Source: an optimization exercise on an open RTL-to-GDS flow (aim: small area). Production flows keep margins and buffers that such runs may drop.
Where RTL was checked, it was by simulation tests only, not by an equivalence proof against the original.

==> flow/design.v <==
`default_nettype none
`timescale 1ns/1ps
module acorn_prng (
    input clk,
    input reset,
    input wire load,
    input wire [1:0] select,
    input wire [11:0] gpio_seed,
    input wire [11:0] LA1_seed,
    output reg [11:0] out,
    output [12:0] io_oeb,
    output wire reset_out
);
assign io_oeb = 13'b0;
assign reset_out = reset;
reg [11:0] seed;
reg [3:0]  counter;
reg        first;           
reg [11:0] ring [0:13];
reg        c0;              
reg        c15;             
reg        c14;             
reg        rdb;             
wire step = ~(counter[3] & counter[2] & counter[1]);    
wire [11:0] opa = c0  ? seed : ring[0];
wire [11:0] opb = ({12{c15}} & out) | ({12{rdb}} & ring[1]);
wire [12:0] cy;
wire [11:0] sum;
assign cy[0] = 1'b0;
genvar g;
generate
	for (g = 0; g < 12; g = g + 1) begin : add
		assign sum[g]  = opa[g] ^ opb[g] ^ cy[g];
		assign cy[g+1] = (opa[g] & opb[g]) | (cy[g] & (opa[g] ^ opb[g]));
	end
endgenerate
wire        sh = ~load & step;
wire        hd = load | c14 | c15;           
wire [11:0] ring_nx [0:13];
genvar r;
generate
	for (r = 0; r < 14; r = r + 1) begin : rg
		wire [11:0] src = (r == 0) ? sum : (r == 13) ? ring[0] : ring[(r + 1) % 14];
		assign ring_nx[r] = ({12{sh}} & src) | ({12{hd}} & ring[r]);
		always @(posedge clk)
			ring[r] <= ring_nx[r];
	end
endgenerate
wire        ld     = load & ~reset;
wire        ld_g   = ld & ~select[1] &  select[0];
wire        ld_l   = ld &  select[1] & ~select[0];
wire        ld_f   = ld &  select[1] &  select[0];
wire        ld_e   = ld & (select[1] ~^ select[0]);
wire        keep_s = ~load & ~reset;
wire [11:0] seed_nx = ({12{ld_g}} & gpio_seed) | ({12{ld_l}} & LA1_seed)
                    | {ld_e, {10{ld_f}}, ld_e} | ({12{keep_s}} & seed);
wire        upd    = ~reset & ~load & c15;
wire        keep_o = ~reset & (load | ~c15);
wire [11:0] out_nx = ({12{upd}} & sum) | ({12{keep_o}} & out);
wire        run      = ~reset & ~load;
wire [3:0]  cnt_nx   = reset ? 4'd0 : run ? counter + 1'b1 : counter;
wire        c15_nx   = reset ? 1'b0 : run ? c14 : c15;
wire        first_nx = reset | (first & ~(run & c15));
always @(posedge clk) begin
	seed    <= seed_nx;
	out     <= out_nx;
	counter <= cnt_nx;
	c0      <= reset ? 1'b1 : run ? c15 : c0;
	c14     <= reset ? 1'b0 : run ? (counter == 4'd13) : c14;
	c15     <= c15_nx;
	first   <= first_nx;
	rdb     <= ~c15_nx & ~first_nx;
end
endmodule
==> flow/config.mk <==
export PLATFORM = sky130hd
export DESIGN_NAME = acorn_prng
export DESIGN_NICKNAME = acorn_prng
export VERILOG_FILES = /design/flow/design.v
export SDC_FILE = /design/flow/constraint.sdc
export NUM_CORES = 4
export LEC_CHECK = 0
export CAP_MARGIN = 20
export CORE_MARGIN = 2
export CORE_UTILIZATION = 40
export SLEW_MARGIN = 20
==> flow/constraint.sdc <==
create_clock -name core_clock -period 5.0 [get_ports {clk}]
set_input_delay 1.0000 -clock core_clock [delete_from_list [all_inputs] [get_ports {clk}]]
set_output_delay 1.0000 -clock core_clock [all_outputs]
set_load 0.01 [all_outputs]
standard.sh (not shown) runs the stock make flow with config.mk's settings and CLKGATE_MAP_FILE= SYNTH_SCRIPT=/design/flow/synth_recipe.tcl, a recipe that flattens the netlist after the stock synthesis.
==> flow/flow/run.sh <==
#!/bin/bash
set -euo pipefail
export BUFFER_PORTS_ARGS="-buffer_cell sky130_fd_sc_hd__buf_1"
export CTS_ARGS="-sink_clustering_enable -repair_clock_nets -dont_use_dummy_load -buf_list sky130_fd_sc_hd__clkbuf_8"
bash standard.sh > standard.log 2>&1
The first run passed the timing, DRC and antenna checks.
Change:
--- a/flow/design.v
+++ b/flow/design.v
@@ -16,13 +16,12 @@
 reg [11:0] seed;
 reg [3:0]  counter;
 reg        first;           
 reg [11:0] ring [0:13];
 reg        c0;              
 reg        c15;             
-reg        c14;             
 reg        rdb;             
 wire step = ~(counter[3] & counter[2] & counter[1]);    
 wire [11:0] opa = c0  ? seed : ring[0];
 wire [11:0] opb = ({12{c15}} & out) | ({12{rdb}} & ring[1]);
 wire [12:0] cy;
 wire [11:0] sum;
@@ -32,13 +31,13 @@
 	for (g = 0; g < 12; g = g + 1) begin : add
 		assign sum[g]  = opa[g] ^ opb[g] ^ cy[g];
 		assign cy[g+1] = (opa[g] & opb[g]) | (cy[g] & (opa[g] ^ opb[g]));
 	end
 endgenerate
 wire        sh = ~load & step;
-wire        hd = load | c14 | c15;           
+wire        hd = load | c15 | (counter == 4'd14);    
 wire [11:0] ring_nx [0:13];
 genvar r;
 generate
 	for (r = 0; r < 14; r = r + 1) begin : rg
 		wire [11:0] src = (r == 0) ? sum : (r == 13) ? ring[0] : ring[(r + 1) % 14];
 		assign ring_nx[r] = ({12{sh}} & src) | ({12{hd}} & ring[r]);
@@ -56,19 +55,18 @@
                     | {ld_e, {10{ld_f}}, ld_e} | ({12{keep_s}} & seed);
 wire        upd    = ~reset & ~load & c15;
 wire        keep_o = ~reset & (load | ~c15);
 wire [11:0] out_nx = ({12{upd}} & sum) | ({12{keep_o}} & out);
 wire        run      = ~reset & ~load;
 wire [3:0]  cnt_nx   = reset ? 4'd0 : run ? counter + 1'b1 : counter;
-wire        c15_nx   = reset ? 1'b0 : run ? c14 : c15;
+wire        c15_nx   = reset ? 1'b0 : run ? (counter == 4'd14) : c15;
 wire        first_nx = reset | (first & ~(run & c15));
 always @(posedge clk) begin
 	seed    <= seed_nx;
 	out     <= out_nx;
 	counter <= cnt_nx;
 	c0      <= reset ? 1'b1 : run ? c15 : c0;
-	c14     <= reset ? 1'b0 : run ? (counter == 4'd13) : c14;
 	c15     <= c15_nx;
 	first   <= first_nx;
 	rdb     <= ~c15_nx & ~first_nx;
 end
 endmodule
What happened: The changed run produced a clean layout; final area came out lower by a few percent; clock-buffer cell count goes down by 17; routed wire length shrinks by a few percent; via count came out lower by a few percent; cell count decreases by a few percent.
The RTL of the first run of this note was laid out without a check of its function.

==> separate check: timing with driven ports <==
Ports are ideal in the flow. The routed layouts listed here were re-timed in OpenROAD.
Step 1, drivers: a clkbuf_16 drives clk and a buf_2 each remaining input, both assumed.
Step 2 adds t to the input delays and takes it off the output delays; t is the mean of the earliest and latest rising clock arrival at the registers after step 1. Input paths then give back, and output paths get back, about the clock's delay inside the block.
Three values: ideal, step 1, step 2; two values: the first two.
run	shift t [ns]	setup WS [ns]	clock arrival spread, ns
the first run	0.512	0.056 / 0.056 / 0.056	0.043 / 0.043
the second run	0.469	0.131 / 0.131 / 0.131	0.047 / 0.047
After both steps setup and hold are still met in every run listed.
